This is an optimization exercise on Yosys and OpenROAD, whose aim is small area, not a production implementation. RTL that was checked went through simulation tests only; none was proved equivalent to the original. No functional check of the RTL was part of runs 2 to 4. Power figures rest on the tool's default switching activity, not on a simulated workload.

==> flow/design.v <==
`timescale 1ns / 1ps
module freqCounter(
	input clk100,
	input rst,
	input RPhotoT,
	input LPhotoT,
	input servoPhotoT,
	output reg [1:0] RFreq,
	output reg [1:0] LFreq,
	output reg [1:0] servoFreq
    );
	localparam MAX_COUNT = 10_000;  
	logic [26:0] counter;
	logic ROld;
	logic LOld;
	logic SOld;
	logic [15:0] RFreqCount;
	logic [15:0] LFreqCount;
	logic [15:0] servoFreqCount;
	logic [15:0] RFreqOut;
	logic [15:0] LFreqOut;
	logic [15:0] servoFreqOut;
	always @(posedge clk100) begin
		if (rst) begin
			counter <= 0;
			ROld <= 0;
			LOld <= 0;
			SOld <= 0;
			RFreqCount <= 0;
			LFreqCount <= 0;
			servoFreqCount <= 0;
			RFreqOut <= 0;
			LFreqOut <= 0;
			servoFreqOut <= 0;
		end
		else begin
		counter <= counter + 1;
		if (RPhotoT != ROld) begin
			RFreqCount <= RFreqCount + 1;
		end
		else if (LPhotoT != LOld) begin
			LFreqCount <= LFreqCount + 1;
		end
		else if (servoPhotoT != SOld) begin
			servoFreqCount <= servoFreqCount + 1;
		end
		if (counter == MAX_COUNT) begin
			counter <= 0;
			RFreqOut <= RFreqCount >> 1;
			LFreqOut <= LFreqCount >> 1;
			servoFreqOut <= servoFreqCount >> 1;
			RFreqCount <= 0;
			LFreqCount <= 0;
			servoFreqCount <= 0;
		end
		ROld <= RPhotoT;
		LOld <= LPhotoT;
		SOld <= servoPhotoT;
		end
	end
	always @(posedge clk100) begin
		if (rst) begin
			RFreq <= 2'b00;
			LFreq <= 2'b00;
			servoFreq <= 2'b00;
		end
		else begin
		if (RFreqOut > 10 && RFreqOut < 40)begin
			RFreq <= 2'b01;  
		end
		else if (RFreqOut > 40 && RFreqOut < 110) begin
			RFreq <= 2'b10;  
		end
		else begin
			RFreq <= 2'b00;  
		end
		if (LFreqOut > 10 && LFreqOut < 40)begin
			LFreq <= 2'b01;
		end
		else if (LFreqOut > 40 && LFreqOut < 110) begin
			LFreq <= 2'b10;
		end
		else begin
			LFreq <= 2'b00;
		end
		if (servoFreqOut > 10 && servoFreqOut < 40)begin
			servoFreq <= 2'b01;
		end
		else if (servoFreqOut > 40 && servoFreqOut < 110) begin
			servoFreq <= 2'b10;
		end
		else begin
			servoFreq <= 2'b00;
		end
		end
	end
endmodule
`timescale 1ns / 1ps
module servoController(
        input clk100,
        input rst,
        input [1:0] servoFreq,
        input [1:0] RFreq,
        input [1:0] LFreq,
        output reg fireSig,
        output servoOut
    );
    localparam MAX_PWM_SIGNAL = 250;  
    localparam MAX_POS = 240;  
    localparam NEUTRAL_POS = 150;  
    localparam MIN_POS = 60;  
    localparam STEP = 1;  
    localparam TIME_S = 500_000;  
    logic [19:0] pwmSize;
    logic [19:0] pulseCount;  
	logic [28:0] timer;  
    logic servoOutTemp;
	logic timerLStart;
	logic timerRStart;
	logic pauseMovement;
    always @(posedge clk100) begin
      if (rst) begin
        pwmSize <= NEUTRAL_POS;
        pulseCount <= 0;
        timer <= 0;
        servoOutTemp <= 0;
        timerLStart <= 0;
        timerRStart <= 0;
        pauseMovement <= 0;
        fireSig <= 0;
      end
      else begin
        pulseCount <= pulseCount + 1;
		if (timerLStart || timerRStart) begin
			timer <= timer + 1;
		end
        if ((pulseCount < pwmSize)) begin
            servoOutTemp <= 1'b1;
        end
        else begin
            servoOutTemp <= 1'b0;
        end
       if (pulseCount == MAX_PWM_SIGNAL) begin
        	pulseCount <= 20'd0;
			if (RFreq == 2 || timerRStart) begin
				timerRStart <= 1;
				if (servoFreq != 2 && !pauseMovement) begin
					pwmSize <= (pwmSize < MAX_POS) ? (pwmSize + STEP) : (pwmSize);
				end
			end
			else if (LFreq == 2 || timerLStart) begin
				timerLStart <= 1;
				if (servoFreq != 2 && !pauseMovement) begin
					pwmSize <= (pwmSize > MIN_POS) ? (pwmSize - STEP) : (pwmSize);
				end
				end
		end
		if (servoFreq == 2) begin
			pauseMovement <= 1;
			fireSig <= 1;
		end
		else if (pwmSize >= MAX_POS || pwmSize <= MIN_POS) begin
			pauseMovement <= 1;
			fireSig <= 1;
		end
		if (timer == TIME_S) begin
		   timerRStart <= 0;
		   timerLStart <= 0;
		   timer <= 0;
		   pwmSize <= NEUTRAL_POS;
		   pauseMovement <= 0;
		   fireSig <= 0;
	   end
      end
    end
    assign servoOut = servoOutTemp;
endmodule
`timescale 1ns/1ps
module driverController (
	input clk100,
	input rst,
	input [2:0] infraSensor,
	input motor,
	output [3:0] IN
);
localparam COAST_SPEED = 81_750;  
localparam SPIN_RIGHT = 4'b1010;
localparam SPIN_LEFT = 4'b0101;
localparam FORWARD = 4'b1001;
localparam REVERSE = 4'b0110;
localparam PAUSE = 4'b0000;
logic [16:0] widthCounter;
logic [16:0] pwmSize;
logic [3:0] inTemp;
always @(posedge clk100) begin
	if (rst) begin
		widthCounter <= 0;
		pwmSize <= COAST_SPEED;
		inTemp <= 0;
	end
	else begin
	widthCounter <= widthCounter + 1;
	if ((widthCounter < pwmSize) && !motor) begin
		case (infraSensor)
			3'b000: inTemp <= FORWARD;
			3'b001: inTemp <= SPIN_RIGHT;
			3'b010: inTemp <= FORWARD;
			3'b011: inTemp <= SPIN_RIGHT;
			3'b100: inTemp <= SPIN_LEFT;
			3'b101: inTemp <= FORWARD;
			3'b110: inTemp <= SPIN_LEFT;
			3'b111: inTemp <= FORWARD;
		endcase
	end
	else begin
		inTemp <= PAUSE;
	end
	end
end
assign IN = inTemp;
endmodule
`timescale 1ns / 1ps
module fireController(
	input clk100,
	input rst,
	input fireSig,
	output actuatorPush,
	output actuatorPull
	);
	localparam TIME_A = 400_000;  
	localparam SETUP = 0;
	localparam WAIT = 1;
	localparam PUSH_TRIG = 2;
	localparam PULL_TRIG = 3;
	logic [31:0] timer;
	logic [7:0] state;
	logic actuatorPullTemp;
	logic actuatorPushTemp;
	assign actuatorPull = actuatorPullTemp;
	assign actuatorPush = actuatorPushTemp;
	always @(posedge clk100) begin
	  if (rst) begin
		timer <= 0;
		state <= SETUP;
		actuatorPullTemp <= 0;
		actuatorPushTemp <= 0;
	  end
	  else
		case (state)
			SETUP: begin  
				if (timer < TIME_A) begin
					timer <= timer + 1;
					state <= SETUP;
				end
				actuatorPullTemp <= 1;
				if (timer == TIME_A) begin
					state <= WAIT;
					actuatorPullTemp <= 0;
					timer <= 0;
				end
			end
			WAIT: begin  
				if (fireSig) begin
					state <= PUSH_TRIG;
				end
				else begin
					timer <= 0;
					actuatorPushTemp <= 0;
					actuatorPullTemp <= 0;
					state <= WAIT;
				end
			end
			PUSH_TRIG: begin  
				if (timer < TIME_A) begin
					timer <= timer + 1;
					state <= PUSH_TRIG;
				end
				actuatorPushTemp <= 1;  
				if (timer == TIME_A) begin
					timer <= 0;
					actuatorPushTemp <= 0;
					state <= PULL_TRIG;
				end
			end
			PULL_TRIG: begin  
				if (timer < TIME_A) begin
					timer <= timer + 1;
					state <= PULL_TRIG;
				end
				actuatorPullTemp <= 1;  
				if (timer == TIME_A) begin
					timer <= 0;
					actuatorPullTemp <= 0;
					state <= WAIT;
				end
			end
		endcase
	end
endmodule
`timescale 1ns/1ps
module sevsegController(
    input clk100,
    input rst,
	input [1:0] RFreq,
    input [1:0] LFreq,
    output [6:0] seg,
    output [3:0] an
);
    typedef enum logic [1:0] {FOUR = 0, THREE = 1, TWO = 2, ONE = 3} ANODE_POS;
    ANODE_POS position;
    logic [19:0] counter;
    logic [6:0] seg_temp;
    logic [3:0] an_temp;
    always @(posedge clk100) begin
        if (rst)
            counter <= 0;
        else
            counter <= counter + 1;
    end
    assign position = ANODE_POS'(counter[19:18]);
    always @(posedge clk100) begin
        if (rst)
            an_temp <= 4'b0111;
        else
        case (position)
            FOUR:    an_temp <= 4'b0111;
            THREE:   an_temp <= 4'b1011;
            TWO:     an_temp <= 4'b1101;
            ONE:     an_temp <= 4'b1110;
            default: an_temp <= 4'b0111;
        endcase
    end
    assign an = an_temp;
    always @(posedge clk100) begin
        if (rst)
            seg_temp <= 7'b0111111;
        else
        if (RFreq == 2 || LFreq == 2) begin
            seg_temp <= 7'b1000110;  
        end
        else if (RFreq == 1 || LFreq == 1) begin
            seg_temp <= 7'b0001110;  
        end
        else begin
            seg_temp <= 7'b0111111;  
        end
    end
    assign seg = seg_temp;
endmodule
`timescale 1ns / 1ps
module final_top(
	input clk100,			 
	input rst,				 
	output servoOut,		 
	output actuatorPull,	 
	output actuatorPush,	 
	input [2:0] infraSensor,  
	input servoPhotoT,	 
	input RPhotoT,		 
	input LPhotoT,		 
	input motor,	  
	output [3:0] IN,  
	output [6:0] seg,	 
	output [3:0] an		 
	);
	wire fireSig;
	wire [1:0] RFreq;
	wire [1:0] LFreq;
	wire [1:0] servoFreq;
	sevsegController u0 (
		.*
	);
	servoController u1 (
		.*
	);
	driverController u2 (
		.*
	);
	freqCounter u3 (
		.*
	);
	fireController u4 (
		.*
	);
endmodule
==> flow/run.sh <==
#!/bin/bash
# synth_recipe.tcl (not shown) runs the flow's synth.tcl, then flattens the netlist and writes it again
# the make line also repeats each setting of config.mk as NAME=value (left out here)
make -C /OpenROAD-flow-scripts/flow DESIGN_CONFIG=/design/flow/config.mk WORK_HOME=/design/flow/orfs CLKGATE_MAP_FILE= SYNTH_SCRIPT=/design/flow/synth_recipe.tcl finish
==> flow/config.mk <==
export PLATFORM = sky130hd
export DESIGN_NAME = final_top
export DESIGN_NICKNAME = final_top
export VERILOG_FILES = /design/flow/design.v
export SDC_FILE = /design/flow/constraint.sdc
export NUM_CORES = 4
export LEC_CHECK = 0
export CAP_MARGIN = 20
export CORE_MARGIN = 2
export CORE_UTILIZATION = 40
export SLEW_MARGIN = 20
==> flow/constraint.sdc <==
create_clock -name core_clock -period 10.0 [get_ports {clk100}]
set_input_delay 2.0000 -clock core_clock [delete_from_list [all_inputs] [get_ports {clk100}]]
set_output_delay 2.0000 -clock core_clock [all_outputs]
set_load 0.01 [all_outputs]
==> results of run 1 <==
==> critical path: cells and delay by family, from the launching register on <==
family                     cells  cell delay (ns)
AOI/OAI and AO/OA              5             1.44
adders and majority gates      1             0.69
buffers and inverters          2             0.84
DFF                            1             0.65
and+or+nand+nor                3             0.86
==> per-stage QoR <==
stage,cells,cell area [um2],power (W),hold WS [ns]
floorplan,1598,13340,0.001229,0.4175
global placement,1997,13880,0.001247,0.4318
detailed placement,1997,13880,0.001249,0.4370
CTS,2052,14860,0.002355,0.4508
global route,2052,14870,0.002409,0.4656
finish,2052,14870,0.002316,0.4429
==> flip-flops by register name, summed over array words and instances (netlist names), 15 cells and up <==
register	flops
u3.RFreqOut	15
u3.LFreqCount	16
u2.widthCounter	17
u4.timer	32
u3.counter	27
u3.servoFreqCount	16
u1.pwmSize	20
u3.RFreqCount	16
u1.timer	29
u3.servoFreqOut	15
u0.counter	20
u3.LFreqOut	15
u1.pulseCount	20
==> cells by family (layout without fill, tap and decap cells) <==
kind of cell	after synthesis	after routing	share of synthesized area, %
adders and majority gates	41	41	3.846
xor gates and xnor gates	162	162	10.64
AOI/OAI and AO/OA	256	256	12.53
other	1	2	0.02811
buffers and inverters	126	138	3.724
muxes	7	7	0.5253
DFF	286	286	42.92
and+or+nand+nor	718	718	25.79
==> routing by layer <==
metal / share of wire (%) / track usage, %
met5: 0 / 0
met4: 2.1 / 4.335
met3: 3.1 / 2.012
met2: 44 / 25.19
met1: 50 / 21.26
==> synth_stat cells, types with 9 or more instances <==
cell type and count:
xor2_1 113, nand3_1 70, or3_1 26, ha_1 41
a31oi_1 12, nor2b_1 15, nand4_1 40, o21ai_0 48
nand2b_1 10, xnor2_1 49, and2_1 18, nor2_1 225
a21o_1 11, o211ai_1 10, dfxtp_1 286, clkbuf_1 56
o2111ai_1 10, nor3_1 29, and4_1 16, and3_1 32
buf_1 9, nand2_1 183, a21oi_1 96, nor4_1 30
inv_1 53
==> power by group through the flow <==
stage / registers, W / clock network, W / logic, W
floorplan: 0.00118 / 0 / 0.0000445
global placement: 0.00119 / 0 / 0.0000605
detailed placement: 0.00119 / 0 / 0.0000617
CTS: 0.00116 / 0.00113 / 0.0000621
global route: 0.00116 / 0.00118 / 0.0000695
finish: 0.00116 / 0.00109 / 0.0000610
==> final cells by class <==
cell class / instances / area share (%)
clock buffers: 44 / 5.951
clock inverters: 11 / 0.6397
inverters: 54 / 1.364
multi-input cells: 1186 / 47.98
flip-flops and latches: 286 / 38.52
well taps: 442 / 3.720
repair buffers: 29 / 1.835
==> how the worst min path moves through the flow <==
stage,from,endpoint,slack (ns)
2_1_floorplan,u0.counter[0],u0.counter[0],0.42
3_3_place_gp,u0.counter[0],u0.counter[0],0.43
3_5_place_dp,u0.counter[19],u0.an_temp[0],0.44
4_1_cts,u0.counter[0],u0.counter[0],0.45
5_1_grt,u0.counter[0],u0.counter[0],0.47
6_report,u0.counter[0],u0.counter[0],0.44
==> out/qor.txt, run 1 <==
FFs w/ async S/R, synth: 0%
clk_skew: 0.009275 ns
CTS max path bufs: 3
CTS tree: done
Initial Util: 40.79%
R2R Path Start: u1.timerRStart
worst path required time: 10.51 ns
clock root buffer: clkbuf_16
Pint: 0.001811 W
synthesized area: 0.01334 mm2
top post-synthesis cells by area: dfxtp_1 43%, xor2_1 7.4%, nor2_1 6.3%
Setup Viol. Count Final: 0
Top FF cell, synth: dfxtp_1
drt first-iter violations: 561
area taken by multi-input logic gates: 0.007132 mm2
Slew @ Worst Pin: 0.9357 ns
# clock sinks: 286
Max Slew Vio Count: 0
status: complete, no violations
Mapped Cells: 1,597
GRT Overall Usage: 15.39%
pwr/cell area: 155.8 mW/mm2
switching pwr: 0.0005049 W
PostCTS Resize Cnt: 0
critical path type: register to register
Worst Path Max Fanout: 27
commonest non-fill, non-tap cell in the layout: dfxtp_1
Post-synth EDFFs: 0
Post-CTS Setup Bufs: 0
Routed WL per cell: 13.12 um
reg-to-reg slack, setup: 5.44 ns
pre-CTS setup slack: 5.494 ns
Fillers: 3,271
vias in the first global route: 10,150
power share of the combinational group: 2.6%
element type at the critical path end: register
Flop pwr share: 50.2%
Area growth, synth to finish: 11.44%
Worst VDD drop: 0.1391 mV
layout cells sized above 1: 4.720%
core region area: 0.03270 mm2
min cycle time layout: 4.562 ns
Die X: 186.6 um
DRT Pass-1 Iters: 5
commonest non-fill, non-tap cells in the layout: 286 x dfxtp_1, 225 x nor2_1, 183 x nand2_1
post-cts hold buffer count: 0
Post-Route Utilization: 45.46%
diode count: 0
Max Cap Viol: 0
synthesized area per cell: 8.353 um2
first-pass GRT wire length: 47,270 um
worst hold path class: register to register
Pleak: 5.363 nW
CP max stage cell: nand2_1
largest area contributor in the netlist: dfxtp_1
register area: 0.005725 mm2
Die Y: 186.6 um
R2R depth: 11
Worst Setup EP: u1.pwmSize[13]
post-detailed-routing wire length: 26,930 um
Layout Nets: 1,638
most frequent cell on the critical path: nand2_1
Cell variety after synth: 66
Final TNS setup: 0 ns
Clock power frac: 47.2%
Data arrival, critical path: 5.07 ns
clock slew at reported path FFs: 0.06 ns
sequential fraction of the synthesis area: 42.92%
Core Rows: 66
htree depth: 1
Vias: 10,610
Top Ports: 27
global route overflow: 0
Seq cells post-synth: 286
drt via density: 5.173
worst skew pair latency: 0.57 ns
Final Hold Violating Endpoints: 0
crit share post-route: 45.62%
CP max stage delay: 0.73 ns
RD Place Congestion: 0.8384
DRC viols: 0
number of synthesis warnings: 5
Startpoint Class: register
r2r endpoint: u1.pwmSize[13]
PnR worst setup slack: 5.438 ns
Net Sw Frac: 21.80%
die area: 0.03483 mm2
Max Freq: 219.2 MHz
Detail Route Antenna Nets: 0
hpwl dp: 17,750 um
unrepaired setup endpoints after global routing: false
Yosys top cell area share: 42.92%
Max-slew headroom: 37.47%
largest net degree at the start of global routing: 76
CP Launch Point: u1.timerRStart
worst hold stages: 1
initial antenna violation count: 0
CP Cell Sequence: inv_1 -> nand2_1 -> inv_1 -> ha_1 -> nand2_1 -> a2111oi_0 -> a31oi_1 -> a211oi_1 -> o211ai_1 -> a211o_1 -> nand2_1
total CTS buffers: 31
IO Port Bufs: 23
==> run 2, diff against run 1 <==
==> flow/design.v (replaced) <==
`timescale 1ns / 1ps
module final_top(
	input clk100,
	input rst,
	output servoOut,
	output actuatorPull,
	output actuatorPush,
	input [2:0] infraSensor,
	input servoPhotoT,
	input RPhotoT,
	input LPhotoT,
	input motor,
	output [3:0] IN,
	output [6:0] seg,
	output [3:0] an
	);
	localparam SETUP = 2'd0, WAIT = 2'd1, PUSH = 2'd2, PULL = 2'd3;
	logic [1:0] st;
	logic push, pull;
	wire first = (st == SETUP) && !pull;
	logic [19:0] cl;
	wire [19:0] cinc = cl + {19'd0, !first};    
	logic [3:0] in_r;
	always @(posedge clk100) begin
		if (rst) begin
			cl <= 0;
			in_r <= 4'b0000;
		end else begin
			cl <= cinc;
			if (cinc[16:0] < 17'd81750 && !motor)
				case (infraSensor)
					3'b001, 3'b011: in_r <= 4'b1010;
					3'b100, 3'b110: in_r <= 4'b0101;
					default:        in_r <= 4'b1001;
				endcase
			else
				in_r <= 4'b0000;
		end
	end
	assign an = {cl[19:18] == 2'd0 ? 1'b0 : 1'b1, cl[19:18] == 2'd1 ? 1'b0 : 1'b1,
	             cl[19:18] == 2'd2 ? 1'b0 : 1'b1, cl[19:18] == 2'd3 ? 1'b0 : 1'b1};
	assign IN = in_r;
	logic [13:0] w;
	logic ro, lo, so;
	logic [7:0] cr, cL, cs;
	logic r2, l2, af, s2;
	wire er = RPhotoT ^ ro;
	wire el = LPhotoT ^ lo;
	wire es = servoPhotoT ^ so;
	wire ir = er;
	wire il = !er && el;
	wire is_ = !er && !el && es;
	wire wend = ((w & 14'h3bdf) == (14'h2a9f & 14'h3bdf));
	wire wz = ((w & 14'h0fff) == 14'h0000);
	function automatic [7:0] sinc(input [7:0] x, input i);
		sinc = (i && x != 8'hff) ? x + 8'd1 : x;
	endfunction
	function automatic fr(input [7:0] x);
		fr = (x >= 8'd22) && (x <= 8'd79);
	endfunction
	function automatic en(input [7:0] x);
		en = (x >= 8'd82) && (x <= 8'd219);
	endfunction
	always @(posedge clk100) begin
		if (rst) begin
			w <= 0;
			ro <= 0; lo <= 0; so <= 0;
			cr <= 0; cL <= 0; cs <= 0;
			r2 <= 0; l2 <= 0; af <= 0; s2 <= 0;
		end else begin
			ro <= RPhotoT; lo <= LPhotoT; so <= servoPhotoT;
			w <= wend ? 14'd0 : {w[12:0], ~(w[0] ^ w[13])};
			if (wend) begin
			end else if (wz) begin
				cr <= {7'd0, ir}; cL <= {7'd0, il}; cs <= {7'd0, is_};
				r2 <= en(cr); l2 <= en(cL); s2 <= en(cs);
				af <= fr(cr) || fr(cL);
			end else begin
				cr <= sinc(cr, ir); cL <= sinc(cL, il); cs <= sinc(cs, is_);
			end
		end
	end
	logic isc, isd;
	always @(posedge clk100) begin
		if (rst) begin
			isc <= 0; isd <= 1;
		end else begin
			isc <= r2 || l2;
			isd <= !(r2 || l2 || af);
		end
	end
	assign seg = {isc, isd, isd, !isc, 1'b1, 1'b1, isd};
	logic [7:0] q, pos;
	logic act, dirR, fire;
	logic [10:0] k;
	wire pend = (&q[7:3]) && !q[2] && q[0];           
	wire qwrap = (&q[7:3]) && q[1] && !q[0];          
	wire send = act && (&k[10:6]) && k[3] && (q == 8'd7);   
	always @(posedge clk100) begin
		if (rst) begin
			q <= 8'd250; pos <= 8'd150; act <= 0; dirR <= 0; fire <= 0; k <= 0;
		end else begin
			q <= qwrap ? 8'd0 : q + 8'd1;
			if (send) begin
				act <= 0; dirR <= 0; fire <= 0; k <= 0; pos <= 8'd150;
			end else begin
				if (s2 || (&pos[7:4]) || (pos[7:6] == 2'b00 && pos[1:0] == 2'b00)) fire <= 1;
				if (pend) begin
					if (act) k <= k + 11'd1;
					if (r2 || dirR) begin
						dirR <= 1; act <= 1;
						if (!s2 && !fire) pos <= pos + 8'd1;
					end else if (l2 || act) begin
						act <= 1;
						if (!s2 && !fire) pos <= pos - 8'd1;
					end
				end
			end
		end
	end
	assign servoOut = q < pos;
	logic [18:0] f;
	wire term = (f == 19'h4adb0);
	always @(posedge clk100) begin
		if (rst) begin
			f <= 0; st <= SETUP; push <= 0; pull <= 0;
		end else begin
			f <= (term || st == WAIT) ? 19'd0 : {f[17:0], ~(f[0] ^ f[18])};
			push <= (st == PUSH) && !term;
			pull <= (st == PULL || st == SETUP) && !term;
			case (st)
				PUSH: if (term) st <= PULL;
				WAIT: if (fire) st <= PUSH;
				default: if (term) st <= WAIT;
			endcase
		end
	end
	assign actuatorPush = push;
	assign actuatorPull = pull;
endmodule
==> out/qor.txt, run 2 <==
global route overflow: 0 (unchanged)
Routed WL per cell: 13.10 um (was 13.12 um)
die area: 0.01557 mm2 (was 0.03483 mm2)
Area growth, synth to finish: 15.78% (was 11.44%)
met2 global-route usage: 26.17% (was 25.19%)
Setup Viol. Count Final: 0 (unchanged)
hpwl dp: 7677 um (was 17,750 um)
most numerous cell in the Yosys netlist: dfxtp_1 (unchanged)
sequential fraction of the synthesis area: 42.54% (was 42.92%)
number of synthesis warnings: 1 (was 5)
RD Place Congestion: 0.8211 (was 0.8384)
CP Cell Sequence: inv_1 -> ha_1 -> a21o_1 -> a21o_1 -> a211oi_1 -> o21bai_1 -> a31oi_1 -> clkdlybuf4s50_1 (was inv_1 -> nand2_1 -> inv_1 -> ha_1 -> nand2_1 -> a2111oi_0 -> a31oi_1 -> a211oi_1 -> o211ai_1 -> a211o_1 -> nand2_1)
# clock sinks: 124 (was 286)
commonest non-fill, non-tap cell in the layout: dfxtp_1 (unchanged)
CP max stage delay: 0.58 ns (was 0.73 ns)
CTS tree: done (unchanged)
initial antenna violation count: 0 (unchanged)
synthesized area: 0.005836 mm2 (was 0.01334 mm2)
diode count: 0 (unchanged)
drt first-iter violations: 199 (was 561)
clk_skew: 0.008071 ns (was 0.009275 ns)
Cell variety after synth: 65 (was 66)
clock slew at reported path FFs: 0.05 ns (was 0.06 ns)
Top Ports: 27 (unchanged)
Top Registers: cl: 20 flops, f: 19 flops, w: 14 flops (was u4.timer: 32 flops, u1.timer: 29 flops, u3.counter: 27 flops)
total CTS buffers: 17 (was 31)
most frequent cell on the critical path: a21o_1 (was nand2_1)
synthesized area per cell: 8.896 um2 (was 8.353 um2)
IO Port Bufs: 23 (unchanged)
DRT Pass-1 Iters: 4 (was 5)
Max Cap Viol: 0 (unchanged)
DRC viols: 0 (unchanged)
synth cell count leaders: 124 x dfxtp_1, 93 x nor2_1, 36 x xor2_1, 32 x and2_1, 32 x nand2_1 (was 286 x dfxtp_1, 225 x nor2_1, 183 x nand2_1, 113 x xor2_1, 96 x a21oi_1)
crit share post-route: 46.18% (was 45.62%)
PnR worst setup slack: 5.382 ns (was 5.438 ns)
element type at the critical path end: output pin (was register)
Worst Path Max Fanout: 3 (was 27)
Core Rows: 44 (was 66)
M3 GR Usage: 4.424% (was 2.012%)
first-pass GRT wire length: 20,260 um (was 47,270 um)
Initial Util: 40.61% (was 40.79%)
vias in the first global route: 4,448 (was 10,150)
Pint: 0.001032 W (was 0.001811 W)
largest area contributor in the netlist: dfxtp_1 (unchanged)
min cycle time layout: 4.618 ns (was 4.562 ns)
Seq cells post-synth: 124 (was 286)
Max Freq: 216.6 MHz (was 219.2 MHz)
drt via density: 5.143 (was 5.173)
layout cells sized above 1: 6.452% (was 4.720%)
CTS max path bufs: 2 (was 3)
Final Hold Violating Endpoints: 0 (unchanged)
critical path type: register to output pin (was register to register)
GRT busiest layer: met2 (unchanged)
PostCTS Resize Cnt: 0 (unchanged)
pwr/cell area: 204.4 mW/mm2 (was 155.8 mW/mm2)
Die Y: 124.8 um (was 186.6 um)
pre-CTS setup slack: 5.684 ns (was 5.494 ns)
status: complete, no violations (unchanged)
Worst VDD drop: 0.1271 mV (was 0.1391 mV)
Post-Route Utilization: 47.02% (was 45.46%)
Layout Nets: 708 (was 1,638)
switching pwr: 0.0003487 W (was 0.0005049 W)
GRT Overall Usage: 15.75% (was 15.39%)
Max-slew headroom: 40.17% (was 37.47%)
max reg flops: 20 (was 32)
largest register by flop count: cl (was u4.timer)
Post-synth EDFFs: 0 (unchanged)
FFs w/ async S/R, synth: 0% (unchanged)
Final TNS setup: 0 ns (unchanged)
Startpoint Class: register (unchanged)
top post-synthesis cells by area: dfxtp_1 43%, nor2_1 6.0%, ha_1 5.8% (was dfxtp_1 43%, xor2_1 7.4%, nor2_1 6.3%)
post-cts hold buffer count: 0 (unchanged)
Post-CTS Setup Bufs: 0 (unchanged)
core region area: 0.01437 mm2 (was 0.03270 mm2)
power share of the combinational group: 14.2% (was 2.6%)
M1 GR Usage: 18.94% (was 21.26%)
final total power: 0.001381 W (was 0.002316 W)
unrepaired setup endpoints after global routing: false (unchanged)
clock root buffer: clkbuf_16 (unchanged)
Die X: 124.8 um (was 186.6 um)
Pleak: 2.608 nW (was 5.363 nW)
worst path required time: 8.00 ns (was 10.51 ns)
Top FF cell, synth: dfxtp_1 (unchanged)
Mapped Cells: 656 (was 1,597)
largest delay contributor family on the critical path: compound AO/OA/AOI/OAI gates (unchanged)
Net Sw Frac: 25.25% (was 21.80%)
Clock power frac: 45.1% (was 47.2%)
Flop pwr share: 40.7% (was 50.2%)
Slew @ Worst Pin: 0.8974 ns (was 0.9357 ns)
commonest non-fill, non-tap cells in the layout: 124 x dfxtp_1, 93 x nor2_1, 36 x xor2_1 (was 286 x dfxtp_1, 225 x nor2_1, 183 x nand2_1)
largest net degree at the start of global routing: 46 (was 76)
worst hold margin: 0.4456 ns (was 0.4429 ns)
Vias: 4,454 (was 10,610)
Max Slew Vio Count: 0 (unchanged)
CP max stage cell: clkdlybuf4s50_1 (was nand2_1)
Data arrival, critical path: 2.62 ns (was 5.07 ns)
Yosys top cell area share: 42.54% (was 42.92%)
htree depth: 4 (was 1)
post-detailed-routing wire length: 11,340 um (was 26,930 um)
worst hold path class: register to register (unchanged)
Detail Route Antenna Nets: 0 (unchanged)
worst skew pair latency: 0.42 ns (was 0.57 ns)
CP bufs+invs: 2 (unchanged)
-- run 2: cell types whose count changed in the layout (fill, tap and decap cells not counted), moves of 22 or more --
cell / change
nor2_1: -132
nand3_1: -48
nand4_1: -22
a21oi_1: -76
nand2_1: -151
dfxtp_1: -162
inv_1: -26
nor4_1: -24
xnor2_1: -23
xor2_1: -77
o21ai_0: -25
-- run 2: path summary, 6_finish.rpt --
kind,start,end,slack (ns),depth (start not counted)
max,pos[1],servoOut,5.38,8
min reg2reg,af,isd,0.45,1
max reg2reg,st[0],in_r[0],7.11,11
min,af,isd,0.45,1
-- run 2: cell type report --
cell class	count	area, um2
Clock buffer	21	450.4
Clock inverter	9	145.1
Fill cell	1341	7612
Inverter	27	101.3
Multi-Input combinational cell	476	3107
Sequential cell	124	2482
Tap cell	184	230.2
Timing Repair Buffer	25	240.2
-- run 2: cells by family after synthesis --
| kind of cell | share of synthesized area, % |
|---|---|
| AND/OR/NAND/NOR | 24.51 |
| flip-flops | 42.54 |
| buffers and inverters | 4.288 |
| XOR/XNOR | 9.305 |
| AO/OA/AOI/OAI | 12.65 |
| other | 0.06426 |
| adder cells (fa/ha/maj) | 6.132 |
| multiplexers | 0.5146 |
-- run 2: metrics by stage --
stage,cell area (um2),std cells
final,6756,866
after floorplan,5839,657
after detailed placement,6161,836
after global routing,6756,866
after global placement,6161,836
after CTS,6756,866
-- run 2: per-layer routing --
layer / vias up / share of wire, % / routed length, um
li1: 2301 / - / -
met1: 2081 / 48 / 5413
met2: 63 / 48 / 5479
met3: 9 / 2.9 / 331
met4: 0 / 1.1 / 120
met5: - / 0 / 0
-- run 2: power by group through the flow --
stage	Clock [W]	Combinational, W	Sequential (W)
3_5_place_dp	0	0.000195	0.000571
2_1_floorplan	0	0.000150	0.000561
4_1_cts	0.000641	0.000197	0.000561
3_3_place_gp	0	0.000187	0.000570
5_1_grt	0.000662	0.000225	0.000566
6_report	0.000623	0.000195	0.000562
==> run 3, diff against run 2 <==
--- a/flow/config.mk
+++ b/flow/config.mk
@@ -8,4 +8,6 @@
 export CAP_MARGIN = 20
 export CORE_MARGIN = 2
 export CORE_UTILIZATION = 40
+export CTS_BUF_LIST = sky130_fd_sc_hd__clkbuf_4
+export CTS_CLUSTER_SIZE = 20
 export SLEW_MARGIN = 20
==> out/qor.txt, run 3 <==
status: complete, no violations (unchanged)
Top FF cell, synth: dfxtp_1 (unchanged)
Top Registers: cl: 20 flops, f: 19 flops, w: 14 flops (unchanged)
synth cell count leaders: 124 x dfxtp_1, 93 x nor2_1, 36 x xor2_1, 32 x and2_1, 32 x nand2_1 (unchanged)
IO Port Bufs: 23 (unchanged)
min cycle time layout: 4.732 ns (was 4.618 ns)
vias in the first global route: 4,411 (was 4,448)
critical path type: register to output pin (unchanged)
Vias: 4,473 (was 4,454)
first-pass GRT wire length: 19,990 um (was 20,260 um)
Core Rows: 44 (unchanged)
drt via density: 5.159 (was 5.143)
most numerous cell in the Yosys netlist: dfxtp_1 (unchanged)
Seq cells post-synth: 124 (unchanged)
sequential fraction of the synthesis area: 42.54% (unchanged)
largest area contributor in the netlist: dfxtp_1 (unchanged)
die area: 0.01557 mm2 (unchanged)
CP bufs+invs: 2 (unchanged)
Max-slew headroom: 40.05% (was 40.17%)
synthesized area: 0.005836 mm2 (unchanged)
CP max stage delay: 0.57 ns (was 0.58 ns)
clk_skew: 0.01225 ns (was 0.008071 ns)
worst path required time: 8.00 ns (about the same)
initial antenna violation count: 1 (was 0)
Routed WL per cell: 12.84 um (was 13.10 um)
FFs w/ async S/R, synth: 0% (unchanged)
RD Place Congestion: 0.8211 (unchanged)
Final TNS setup: 0 ns (unchanged)
layout cells sized above 1: 6.745% (was 6.452%)
largest register by flop count: cl (unchanged)
Cell variety after synth: 65 (unchanged)
Layout Nets: 708 (unchanged)
number of synthesis warnings: 1 (unchanged)
Post-synth EDFFs: 0 (unchanged)
post-detailed-routing wire length: 11,130 um (was 11,340 um)
Slew @ Worst Pin: 0.8992 ns (was 0.8974 ns)
Top Ports: 27 (unchanged)
commonest non-fill, non-tap cell in the layout: dfxtp_1 (unchanged)
CTS tree: done (unchanged)
crit share post-route: 47.32% (was 46.18%)
CP max stage cell: clkdlybuf4s50_1 (unchanged)
largest net degree at the start of global routing: 46 (unchanged)
global route overflow: 0 (unchanged)
synthesized area per cell: 8.896 um2 (unchanged)
Final Hold Violating Endpoints: 0 (unchanged)
Yosys top cell area share: 42.54% (unchanged)
worst hold path class: register to register (unchanged)
Fillers: 1,383 (was 1,341)
core region area: 0.01437 mm2 (unchanged)
Startpoint Class: register (unchanged)
clock root buffer: clkbuf_4 (was clkbuf_16)
CTS max path bufs: 2 (unchanged)
post-cts hold buffer count: 0 (unchanged)
Worst VDD drop: 0.08216 mV (was 0.1271 mV)
element type at the critical path end: output pin (unchanged)
Max Freq: 211.3 MHz (was 216.6 MHz)
# clock sinks: 124 (unchanged)
Die X: 124.8 um (unchanged)
Area growth, synth to finish: 10.74% (was 15.78%)
drt first-iter violations: 242 (was 199)
htree depth: 4 (unchanged)
GRT Overall Usage: 15.41% (was 15.75%)
worst skew pair latency: 0.52 ns (was 0.42 ns)
Pleak: 2.481 nW (was 2.608 nW)
largest delay contributor family on the critical path: compound AO/OA/AOI/OAI gates (unchanged)
most frequent cell on the critical path: a21o_1 (unchanged)
Setup Viol. Count Final: 0 (unchanged)
top post-synthesis cells by area: dfxtp_1 43%, nor2_1 6.0%, ha_1 5.8% (unchanged)
DRT Pass-1 Iters: 4 (unchanged)
clock slew at reported path FFs: 0.10 ns (was 0.05 ns)
commonest non-fill, non-tap cells in the layout: 124 x dfxtp_1, 93 x nor2_1, 36 x xor2_1 (unchanged)
Mapped Cells: 656 (unchanged)
Max Slew Vio Count: 0 (unchanged)
unrepaired setup endpoints after global routing: false (unchanged)
PostCTS Resize Cnt: 0 (unchanged)
fin area: 0.006462 mm2 (was 0.006756 mm2)
Post-CTS Setup Bufs: 0 (unchanged)
Die Y: 124.8 um (unchanged)
max reg flops: 20 (unchanged)
Worst Path Max Fanout: 3 (unchanged)
Initial Util: 40.61% (unchanged)
Data arrival, critical path: 2.73 ns (was 2.62 ns)
CP Cell Sequence: inv_1 -> ha_1 -> a21o_1 -> a21o_1 -> a211oi_1 -> o21bai_1 -> a31oi_1 -> clkdlybuf4s50_1 (unchanged)
Detail Route Antenna Nets: 0 (unchanged)
Max Cap Viol: 0 (unchanged)
total CTS buffers: 17 (unchanged)
hpwl dp: 7677 um (unchanged)
DRC viols: 0 (unchanged)
pwr/cell area: 174.7 mW/mm2 (was 204.4 mW/mm2)
DP Area: 0.006161 mm2 (unchanged)
## run 3: cell count changes in the layout (fill, tap and decap cells not counted)
cell,change
clkbuf_1,-3
clkbuf_4,+20
diode_2,+1
clkbuf_8,-1
clkbuf_16,-17
clkinv_1,+1
## run 3: routing by layer
layer  global-route usage (%)  up-vias  wire (um)
met2                    25.94       52       5259
met3                    4.167       19        323
met5                        0        -          0
met1                    18.69     2091       5339
met4                    6.081        0        209
li1                         -     2311          -
## run 3: metrics by stage
step                power (W)  instances  setup WS [ns]  hold WS [ns]  util [%]
CTS                  0.001144        866          5.184        0.4549     44.96
detailed placement  0.0007658        836          5.684        0.4390     42.88
floorplan           0.0007109        657          6.445        0.4091         -
finish               0.001129        867          5.268        0.4548     44.98
global route         0.001198        867          4.985        0.4894     44.98
global placement    0.0007576        836          5.724        0.4261     42.88
## run 3: path summary, 6_finish.rpt
kind | startpoint | end | slack [ns] | cells after the start
max | pos[1] | servoOut | 5.27 | 8
min | af | isd | 0.45 | 1
max reg2reg | st[0] | in_r[1] | 7.11 | 11
min reg2reg | af | isd | 0.45 | 1
## run 3: cell type report
cell class	count	area [um2]	share of cell area, %
Clock buffer	20	150.1	2.323
Clock inverter	10	148.9	2.304
Timing Repair Buffer	25	240.2	3.717
Tap cell	184	230.2	3.562
Antenna cell	1	2.502	0.03872
Sequential cell	124	2482	38.41
Multi-Input combinational cell	476	3107	48.07
Inverter	27	101.3	1.568
## run 3: power by group
group          switching [W]  internal [W]
logic               0.000105     0.0000901
registers          0.0000378      0.000523
clock network       0.000172      0.000201
## run 3: cells by family (layout without fill, tap and decap cells)
family                   after synthesis  count (layout)  synth area share [%]
other                                  1               3               0.06426
AND/OR/NAND/NOR                      274             274                 24.51
buffers and inverters                 57              82                 4.288
AO/OA/AOI/OAI                        107             107                 12.65
adder cells (fa/ha/maj)               28              28                 6.132
XOR/XNOR                              62              62                 9.305
flip-flops                           124             124                 42.54
multiplexers                           3               3                0.5146
==> run 4, diff against run 3 <==
--- a/flow/design.v
+++ b/flow/design.v
@@ -27,7 +27,7 @@
 			in_r <= 4'b0000;
 		end else begin
 			cl <= cinc;
-			if (cinc[16:0] < 17'd81750 && !motor)
+			if ((cl[16:0] < 17'd81749 || (&cl[16:0])) && !motor)
 				case (infraSensor)
 					3'b001, 3'b011: in_r <= 4'b1010;
 					3'b100, 3'b110: in_r <= 4'b0101;
@@ -105,8 +105,9 @@
 				act <= 0; dirR <= 0; fire <= 0; k <= 0; pos <= 8'd150;
 			end else begin
 				if (s2 || (&pos[7:4]) || (pos[7:6] == 2'b00 && pos[1:0] == 2'b00)) fire <= 1;
+				if (!act) k <= 0;
+				else if (pend) k <= k + 11'd1;
 				if (pend) begin
-					if (act) k <= k + 11'd1;
 					if (r2 || dirR) begin
 						dirR <= 1; act <= 1;
 						if (!s2 && !fire) pos <= pos + 8'd1;
--- a/flow/config.mk
+++ b/flow/config.mk
@@ -9,5 +9,6 @@
 export CORE_MARGIN = 2
 export CORE_UTILIZATION = 40
 export CTS_BUF_LIST = sky130_fd_sc_hd__clkbuf_4
-export CTS_CLUSTER_SIZE = 20
+export CTS_CLUSTER_DIAMETER = 200
+export CTS_CLUSTER_SIZE = 40
 export SLEW_MARGIN = 20
==> out/qor.txt, run 4 <==
status: complete, no violations (unchanged)
Die X: 122.2 um (was 124.8 um)
commonest non-fill, non-tap cell in the layout: dfxtp_1 (unchanged)
DRC viols: 0 (unchanged)
Top Registers: cl: 20 flops, f: 19 flops, w: 14 flops (unchanged)
DRT Pass-1 Iters: 4 (unchanged)
largest delay contributor family on the critical path: compound AO/OA/AOI/OAI gates (unchanged)
CP bufs+invs: 1 (was 2)
most numerous cell in the Yosys netlist: dfxtp_1 (unchanged)
Finished Layout Cells: 834 (was 867)
min cycle time layout: 4.698 ns (was 4.732 ns)
Top FF cell, synth: dfxtp_1 (unchanged)
Top Ports: 27 (unchanged)
unrepaired setup endpoints after global routing: false (unchanged)
Post-Route Utilization: 45.68% (was 44.98%)
Post-CTS Setup Bufs: 0 (unchanged)
Fillers: 1,386 (was 1,383)
Mapped Cells: 620 (was 656)
CP max stage cell: clkdlybuf4s50_1 (unchanged)
Seq cells post-synth: 124 (unchanged)
first-pass GRT wire length: 18,000 um (was 19,990 um)
crit share post-route: 46.98% (was 47.32%)
IO Port Bufs: 23 (unchanged)
PostCTS Resize Cnt: 0 (unchanged)
die area: 0.01493 mm2 (was 0.01557 mm2)
synth cell count leaders: 124 x dfxtp_1, 87 x nor2_1, 41 x xor2_1, 31 x nand2_1, 30 x and2_1 (was 124 x dfxtp_1, 93 x nor2_1, 36 x xor2_1, 32 x and2_1, 32 x nand2_1)
Max-slew headroom: 47.22% (was 40.05%)
RD Place Congestion: 0.8136 (was 0.8211)
element type at the critical path end: output pin (unchanged)
worst hold path class: register to register (unchanged)
worst path required time: 8.00 ns (about the same)
CTS max path bufs: 2 (unchanged)
initial antenna violation count: 0 (was 1)
drt first-iter violations: 205 (was 242)
Cell variety after synth: 57 (was 65)
post-detailed-routing wire length: 10,250 um (was 11,130 um)
register area: 0.002482 mm2 (unchanged)
Initial Util: 40.58% (was 40.61%)
area taken by multi-input logic gates: 0.002903 mm2 (was 0.003107 mm2)
Startpoint Class: register (unchanged)
Area growth, synth to finish: 12.58% (was 10.74%)
CTS tree: done (unchanged)
pwr/cell area: 187.5 mW/mm2 (was 174.7 mW/mm2)
Setup Viol. Count Final: 0 (unchanged)
vias in the first global route: 4,063 (was 4,411)
synthesized area: 0.005589 mm2 (was 0.005836 mm2)
Layout Nets: 677 (was 708)
sequential fraction of the synthesis area: 44.41% (was 42.54%)
Worst VDD drop: 0.1075 mV (was 0.08216 mV)
Routed WL per cell: 12.29 um (was 12.84 um)
Core Rows: 43 (was 44)
Max Slew Vio Count: 0 (unchanged)
synthesized area per cell: 9.015 um2 (was 8.896 um2)
number of synthesis warnings: 1 (unchanged)
GRT Overall Usage: 15.04% (was 15.41%)
Final TNS setup: 0 ns (unchanged)
# clock sinks: 124 (unchanged)
hpwl dp: 7189 um (was 7677 um)
clk_skew: 0.01528 ns (was 0.01225 ns)
Worst Path Max Fanout: 8 (was 3)
total CTS buffers: 17 (unchanged)
Data arrival, critical path: 2.70 ns (was 2.73 ns)
Detail Route Antenna Nets: 0 (unchanged)
Vias: 4,280 (was 4,473)
post-cts hold buffer count: 0 (unchanged)
clock slew at reported path FFs: 0.10 ns (about the same)
FFs w/ async S/R, synth: 0% (unchanged)
drt via density: 5.132 (was 5.159)
CP max stage delay: 0.63 ns (was 0.57 ns)
Final Hold Violating Endpoints: 0 (unchanged)
diode count: 0 (was 1)
layout cells sized above 1: 6.269% (was 6.745%)
Placed Cells: 802 (was 836)
global route overflow: 0 (unchanged)
final total power: 0.001180 W (was 0.001129 W)
CP Cell Sequence: ha_1 -> a21boi_0 -> o21ai_0 -> a21oi_1 -> o41ai_1 -> clkdlybuf4s50_1 (was inv_1 -> ha_1 -> a21o_1 -> a21o_1 -> a211oi_1 -> o21bai_1 -> a31oi_1 -> clkdlybuf4s50_1)
largest area contributor in the netlist: dfxtp_1 (unchanged)
critical path type: register to output pin (unchanged)
Slew @ Worst Pin: 0.7874 ns (was 0.8992 ns)
Max Cap Viol: 0 (unchanged)
top post-synthesis cells by area: dfxtp_1 44%, xor2_1 6.4%, nor2_1 5.8% (was dfxtp_1 43%, nor2_1 6.0%, ha_1 5.8%)
clock root buffer: clkbuf_4 (unchanged)
Die Y: 122.2 um (was 124.8 um)
Pleak: 2.394 nW (was 2.481 nW)
core region area: 0.01377 mm2 (was 0.01437 mm2)
largest net degree at the start of global routing: 43 (was 46)
commonest non-fill, non-tap cells in the layout: 124 x dfxtp_1, 87 x nor2_1, 41 x xor2_1 (was 124 x dfxtp_1, 93 x nor2_1, 36 x xor2_1)
max reg flops: 20 (unchanged)
worst skew pair latency: 0.52 ns (about the same)
Max Freq: 212.8 MHz (was 211.3 MHz)
Yosys top cell area share: 44.41% (was 42.54%)
Post-synth EDFFs: 0 (unchanged)
largest register by flop count: cl (unchanged)
htree depth: 4 (unchanged)
-- run 4: cell type report --
type	count	area share, %
multi-input combinational	450	46.13
sequential	124	39.45
timing repair buffer	24	3.778
clock inverter	15	3.599
tap	180	3.579
clock buffer	17	2.028
inverter	24	1.432
-- run 4: worst paths after layout --
| check | from | endpoint | slack (ns) | cells past startpoint |
|---|---|---|---|---|
| worst max-delay path | q[2] | servoOut | 5.30 | 6 |
| worst min-delay path | af | isd | 0.45 | 1 |
| worst max register to register | r2 | pos[7] | 7.45 | 9 |
| worst min register to register | af | isd | 0.45 | 1 |
-- run 4: cells by family after synthesis --
kind of cell,synth area share (%)
compound gates,11.08
xor+xnor,9.223
other cells,0.06709
buf+inv,3.716
flops,44.41
fa+ha+maj,6.179
mux,0.5597
simple gates,24.76
-- run 4: routing by layer --
metal  GRT usage [%]  routed length (um)
met1           18.40                4911
met2           25.00                4816
met3           4.401                 377
met4           5.603                 149
met5               0                   0
-- run 4: metrics by stage --
| step | hold slack (ns) | worst slack, ns | instance area [um2] |
|---|---|---|---|
| CTS | 0.4533 | 5.211 | 6292 |
| global route | 0.4670 | 5.096 | 6292 |
| floorplan | 0.4091 | 6.550 | 5593 |
| detailed placement | 0.4324 | 5.809 | 5938 |
| finish | 0.4474 | 5.302 | 6292 |
| global placement | 0.4325 | 5.859 | 5938 |
-- run 4: power breakdown --
group	total, W	switching (W)	internal, W	leakage (nW)
clock network	0.000427	0.000182	0.000244	0.184
registers	0.000559	0.0000364	0.000522	1.01
logic	0.000195	0.000107	0.0000876	1.20
==> run 5, diff against run 4 <==
==> flow/design.v (replaced) <==
`timescale 1ns / 1ps
module final_top(
	input clk100,
	input rst,
	output servoOut,
	output actuatorPull,
	output actuatorPush,
	input [2:0] infraSensor,
	input servoPhotoT,
	input RPhotoT,
	input LPhotoT,
	input motor,
	output [3:0] IN,
	output [6:0] seg,
	output [3:0] an
	);
	logic [19:0] c;
	logic [3:0] an_r;
	logic [3:0] in_r;
	always @(posedge clk100) begin
		if (rst) begin
			c <= 0;
			an_r <= 4'b0111;
			in_r <= 4'b0000;
		end else begin
			c <= c + 1;
			case (c[19:18])
				2'd0: an_r <= 4'b0111;
				2'd1: an_r <= 4'b1011;
				2'd2: an_r <= 4'b1101;
				default: an_r <= 4'b1110;
			endcase
			if (c[16:0] < 17'd81750 && !motor)
				case (infraSensor)
					3'b001, 3'b011: in_r <= 4'b1010;
					3'b100, 3'b110: in_r <= 4'b0101;
					default:        in_r <= 4'b1001;
				endcase
			else
				in_r <= 4'b0000;
		end
	end
	assign an = an_r;
	assign IN = in_r;
	logic [13:0] w;
	logic ro, lo, so;
	logic [7:0] cr, cl, cs;
	logic r2, l2, af, s2;
	wire er = RPhotoT ^ ro;
	wire el = LPhotoT ^ lo;
	wire es = servoPhotoT ^ so;
	wire ir = er;
	wire il = !er && el;
	wire is_ = !er && !el && es;
	wire wend = (w == 14'd10000);
	wire wz = (w == 14'd0);
	function automatic [7:0] sinc(input [7:0] x, input i);
		sinc = (i && x != 8'hff) ? x + 8'd1 : x;
	endfunction
	function automatic fr(input [7:0] x);
		fr = (x >= 8'd22) && (x <= 8'd79);
	endfunction
	function automatic en(input [7:0] x);
		en = (x >= 8'd82) && (x <= 8'd219);
	endfunction
	always @(posedge clk100) begin
		if (rst) begin
			w <= 0;
			ro <= 0; lo <= 0; so <= 0;
			cr <= 0; cl <= 0; cs <= 0;
			r2 <= 0; l2 <= 0; af <= 0; s2 <= 0;
		end else begin
			ro <= RPhotoT; lo <= LPhotoT; so <= servoPhotoT;
			w <= wend ? 14'd0 : w + 14'd1;
			if (wend) begin
			end else if (wz) begin
				cr <= {7'd0, ir}; cl <= {7'd0, il}; cs <= {7'd0, is_};
				r2 <= en(cr); l2 <= en(cl); s2 <= en(cs);
				af <= fr(cr) || fr(cl);
			end else begin
				cr <= sinc(cr, ir); cl <= sinc(cl, il); cs <= sinc(cs, is_);
			end
		end
	end
	logic isc, isd;
	always @(posedge clk100) begin
		if (rst) begin
			isc <= 0; isd <= 1;
		end else begin
			isc <= r2 || l2;
			isd <= !(r2 || l2 || af);
		end
	end
	assign seg = {isc, isd, isd, !isc, 1'b1, 1'b1, isd};
	logic [7:0] p, pos;
	logic sv, act, dirR, fire;
	logic [10:0] k;
	wire pend = (p == 8'd250);
	wire send = act && (k == 11'd1992) && (p == 8'd8);
	always @(posedge clk100) begin
		if (rst) begin
			p <= 0; pos <= 8'd150; sv <= 0; act <= 0; dirR <= 0; fire <= 0; k <= 0;
		end else begin
			p <= pend ? 8'd0 : p + 8'd1;
			sv <= p < pos;
			if (send) begin
				act <= 0; dirR <= 0; fire <= 0; k <= 0; pos <= 8'd150;
			end else begin
				if (s2 || pos == 8'd240 || pos == 8'd60) fire <= 1;
				if (pend) begin
					if (act) k <= k + 11'd1;
					if (r2 || dirR) begin
						dirR <= 1; act <= 1;
						if (!s2 && !fire) pos <= pos + 8'd1;
					end else if (l2 || act) begin
						act <= 1;
						if (!s2 && !fire) pos <= pos - 8'd1;
					end
				end
			end
		end
	end
	assign servoOut = sv;
	localparam WAIT = 2'd0, PUSH = 2'd1, PULL = 2'd2;
	logic [18:0] f;
	logic [1:0] st;
	logic push, pull;
	wire term = (f == 19'd400000);
	always @(posedge clk100) begin
		if (rst) begin
			f <= 0; st <= PULL; push <= 0; pull <= 0;
		end else begin
			case (st)
				PUSH: if (term) begin f <= 0; push <= 0; st <= PULL; end
				      else begin f <= f + 19'd1; push <= 1; end
				PULL: if (term) begin f <= 0; pull <= 0; st <= WAIT; end
				      else begin f <= f + 19'd1; pull <= 1; end
				default: begin
					f <= 0; push <= 0; pull <= 0;
					if (fire) st <= PUSH;
				end
			endcase
		end
	end
	assign actuatorPush = push;
	assign actuatorPull = pull;
endmodule
--- a/flow/config.mk
+++ b/flow/config.mk
@@ -8,7 +8,4 @@
 export CAP_MARGIN = 20
 export CORE_MARGIN = 2
 export CORE_UTILIZATION = 40
-export CTS_BUF_LIST = sky130_fd_sc_hd__clkbuf_4
-export CTS_CLUSTER_DIAMETER = 200
-export CTS_CLUSTER_SIZE = 40
 export SLEW_MARGIN = 20
==> out/qor.txt, run 5 <==
status: complete, no violations (unchanged)
Post-synth EDFFs: 0 (unchanged)
Detail Route Antenna Nets: 0 (unchanged)
Data arrival, critical path: 4.02 ns (was 2.70 ns)
CTS max path bufs: 2 (unchanged)
commonest non-fill, non-tap cell in the layout: dfxtp_1 (unchanged)
Worst Setup EP: cs[6] (was servoOut)
# clock sinks: 129 (was 124)
Seq cells post-synth: 129 (was 124)
Post-CTS Setup Bufs: 0 (unchanged)
htree depth: 4 (unchanged)
DR WL met2: 5966 um (was 4816 um)
core region area: 0.01520 mm2 (was 0.01377 mm2)
CP max stage delay: 0.59 ns (was 0.63 ns)
post-detailed-routing wire length: 12,060 um (was 10,250 um)
Top Registers: c: 20 flops, f: 19 flops, w: 14 flops (was cl: 20 flops, f: 19 flops, w: 14 flops)
sequential fraction of the synthesis area: 41.57% (was 44.41%)
Max-slew headroom: 40.89% (was 47.22%)
hpwl dp: 8335 um (was 7189 um)
worst hold path class: register to register (unchanged)
layout cells sized above 1: 6.481% (was 6.269%)
clk_skew: 0.009375 ns (was 0.01528 ns)
PostCTS Resize Cnt: 0 (unchanged)
Finished Layout Cells: 944 (was 834)
Final TNS setup: 0 ns (unchanged)
CTS tree: done (unchanged)
Mapped Cells: 732 (was 620)
critical path type: primary input to register (was register to output pin)
unrepaired setup endpoints after global routing: false (unchanged)
worst skew pair latency: 0.42 ns (was 0.52 ns)
Die X: 128.6 um (was 122.2 um)
wl on met1: 5613 um (was 4911 um)
global route overflow: 0 (unchanged)
pwr/cell area: 164.3 mW/mm2 (was 187.5 mW/mm2)
Top FF cell, synth: dfxtp_1 (unchanged)
synthesized area per cell: 8.487 um2 (was 9.015 um2)
Cell variety after synth: 56 (was 57)
drt first-iter violations: 196 (was 205)
largest register by flop count: c (was cl)
most numerous cell in the Yosys netlist: dfxtp_1 (unchanged)
Worst Path Max Fanout: 6 (was 8)
CP Launch Point: RPhotoT (was q[2])
diode count: 0 (unchanged)
R2R depth: 6 (was 9)
min cycle time layout: 3.762 ns (was 4.698 ns)
Layout Nets: 780 (was 677)
Worst VDD drop: 0.1217 mV (was 0.1075 mV)
CP Cell Sequence: clkdlybuf4s50_1 -> xor2_1 -> or3_1 -> nor4b_1 -> a31o_2 -> a21oi_1 (was ha_1 -> a21boi_0 -> o21ai_0 -> a21oi_1 -> o41ai_1 -> clkdlybuf4s50_1)
IO Port Bufs: 23 (unchanged)
synthesized area: 0.006212 mm2 (was 0.005589 mm2)
r2r endpoint: cl[2] (was pos[7])
R2R Path Start: w[0] (was r2)
worst path required time: 10.26 ns (was 8.00 ns)
Slew @ Worst Pin: 0.8729 ns (was 0.7874 ns)
clock root buffer: clkbuf_16 (was clkbuf_4)
number of synthesis warnings: 1 (unchanged)
die area: 0.01654 mm2 (was 0.01493 mm2)
Area growth, synth to finish: 14.56% (was 12.58%)
RD Place Congestion: 0.8375 (was 0.8136)
Pleak: 2.628 nW (was 2.394 nW)
first-pass GRT wire length: 21,380 um (was 18,000 um)
largest net degree at the start of global routing: 45 (was 43)
reg-to-reg slack, setup: 7.23 ns (was 7.45 ns)
Setup Viol. Count Final: 0 (unchanged)
crit share post-route: 37.62% (was 46.98%)
Startpoint Class: primary input (was register)
Top Metal Used: met4 (unchanged)
Top Ports: 27 (unchanged)
largest area contributor in the netlist: dfxtp_1 (unchanged)
Yosys top cell area share: 41.57% (was 44.41%)
worst hold margin: 0.4388 ns (was 0.4474 ns)
DRC viols: 0 (unchanged)
Routed WL per cell: 12.78 um (was 12.29 um)
max reg flops: 20 (unchanged)
post-cts hold buffer count: 0 (unchanged)
top post-synthesis cells by area: dfxtp_1 42%, xnor2_1 7.6%, nor2_1 7.4% (was dfxtp_1 44%, xor2_1 6.4%, nor2_1 5.8%)
commonest non-fill, non-tap cells in the layout: 129 x dfxtp_1, 122 x nor2_1, 54 x xnor2_1 (was 124 x dfxtp_1, 87 x nor2_1, 41 x xor2_1)
Final Hold Violating Endpoints: 0 (unchanged)
vias in the first global route: 4,845 (was 4,063)
Max Freq: 265.8 MHz (was 212.8 MHz)
Placed Cells: 913 (was 802)
routed length on met3: 324 um (was 377 um)
CP Depth: 6 (unchanged)
largest delay contributor family on the critical path: simple AND/OR/NAND/NOR gates (was compound AO/OA/AOI/OAI gates)
Max Cap Viol: 0 (unchanged)
CP max stage cell: nor4b_1 (was clkdlybuf4s50_1)
synth cell count leaders: 129 x dfxtp_1, 122 x nor2_1, 54 x xnor2_1, 44 x nand2_1, 39 x nand3_1 (was 124 x dfxtp_1, 87 x nor2_1, 41 x xor2_1, 31 x nand2_1, 30 x and2_1)
FFs w/ async S/R, synth: 0% (unchanged)
total CTS buffers: 17 (unchanged)
Core Rows: 45 (was 43)
clock slew at reported path FFs: 0.06 ns (was 0.10 ns)
element type at the critical path end: register (was output pin)
initial antenna violation count: 0 (unchanged)
Die Y: 128.6 um (was 122.2 um)
CP bufs+invs: 1 (unchanged)
Vias: 4,913 (was 4,280)
GRT Overall Usage: 15.96% (was 15.04%)
DRT Pass-1 Iters: 5 (was 4)
Initial Util: 40.86% (was 40.58%)
Max Slew Vio Count: 0 (unchanged)
drt via density: 5.204 (was 5.132)
## run 5: cell count changes after synthesis, moves of 10 or more
cell	before	now
inv_1	24	38
nand3_1	25	39
nand2_1	31	44
nor2_1	87	122
xnor2_1	16	54
and2_1	30	4
a21oi_1	21	31
nor4_1	5	18
o21ai_0	28	13
## run 5: cell families after synthesis
logic type | count (synthesis) | synth area share (%)
DFF | 129 | 41.57
muxes | 4 | 0.6647
xor gates and xnor gates | 86 | 12.12
AOI/OAI and AO/OA | 87 | 9.124
other | 1 | 0.06037
adders and majority gates | 27 | 5.438
and+or+nand+nor | 325 | 25.98
buffers and inverters | 73 | 5.035
## run 5: power breakdown
part | switching (W) | internal, W | total [W]
Clock | 0.000227 | 0.000355 | 0.000582
Sequential | 0.00000953 | 0.000524 | 0.000533
Combinational | 0.0000317 | 0.0000220 | 0.0000538
## run 5: final cells by class
type	count	area [um2]
inverters	38	142.6
flip-flops and latches	129	2582
repair buffers	27	260.3
fillers	1408	8085
well taps	188	235.2
clock inverters	11	107.6
multi-input cells	531	3332
clock buffers	20	456.7
## run 5: per-layer routing
layer / vias up / track usage [%]
li1: 2532 / -
met1: 2313 / 18.51
met2: 55 / 27.10
met3: 13 / 5.198
met4: 0 / 6.905
met5: - / 0
## run 5: how the worst min path moves through the flow
| stage | end | cells after the start | from |
|---|---|---|---|
| floorplan | c[0] | 1 | c[0] |
| global placement | c[0] | 1 | c[0] |
| detailed placement | c[0] | 1 | c[0] |
| CTS | c[0] | 1 | c[0] |
| global route | c[0] | 1 | c[0] |
| finish | c[0] | 1 | c[0] |
## run 5: metrics by stage
| stage | area, um2 | setup WS, ns | utilization, % | total power, W |
|---|---|---|---|---|
| after global placement | 6553 | 5.833 | 43.10 | 0.0005968 |
| final | 7117 | 6.238 | 46.81 | 0.001169 |
| after global routing | 7117 | 6.075 | 46.81 | 0.001222 |
| after CTS | 7117 | 6.248 | 46.81 | 0.001188 |
| after detailed placement | 6553 | 5.814 | 43.10 | 0.0005986 |
| after floorplan | 6216 | 6.484 | - | 0.0005839 |

[static timing again, ports no longer ideal]
No port has a modelled driver above. Below, the same layouts with a new extraction and two added sets of constraints. Step 1: set_driving_cell puts a clkbuf_16 on clk100 and a buf_2 on each other input, an assumption about the parent block. Step 2, shift: input delay + t, output delay - t, t = (earliest + latest rising clock arrival at the registers) / 2. This alone moves slack from input paths to output paths. Three values: ideal ports, drivers, drivers and shift; two values: the first two.
run | t (ns) | setup WS [ns] | worst setup path after step 2 | slew at the worst register clock pin (ns) | worst slew at a driven data input, ns
run 1 | 0.608 | 5.438 / 5.438 / 5.438 | register to register | 0.06 / 0.06 | 0.03
run 2 | 0.456 | 5.382 / 5.338 / 5.672 | input to register | 0.05 / 0.05 | 0.03
run 3 | 0.551 | 5.268 / 5.234 / 5.659 | input to register | 0.11 / 0.11 | 0.03
run 4 | 0.540 | 5.302 / 5.272 / 5.812 | register to output | 0.11 / 0.11 | 0.03
run 5 | 0.449 | 6.238 / 6.256 / 5.807 | input to register | 0.06 / 0.06 | 0.03
After both steps every run listed still meets setup and hold. For run 5, which loses most, drivers alone change the setup slack by +0.018 ns; drivers and shift together by -0.431 ns.
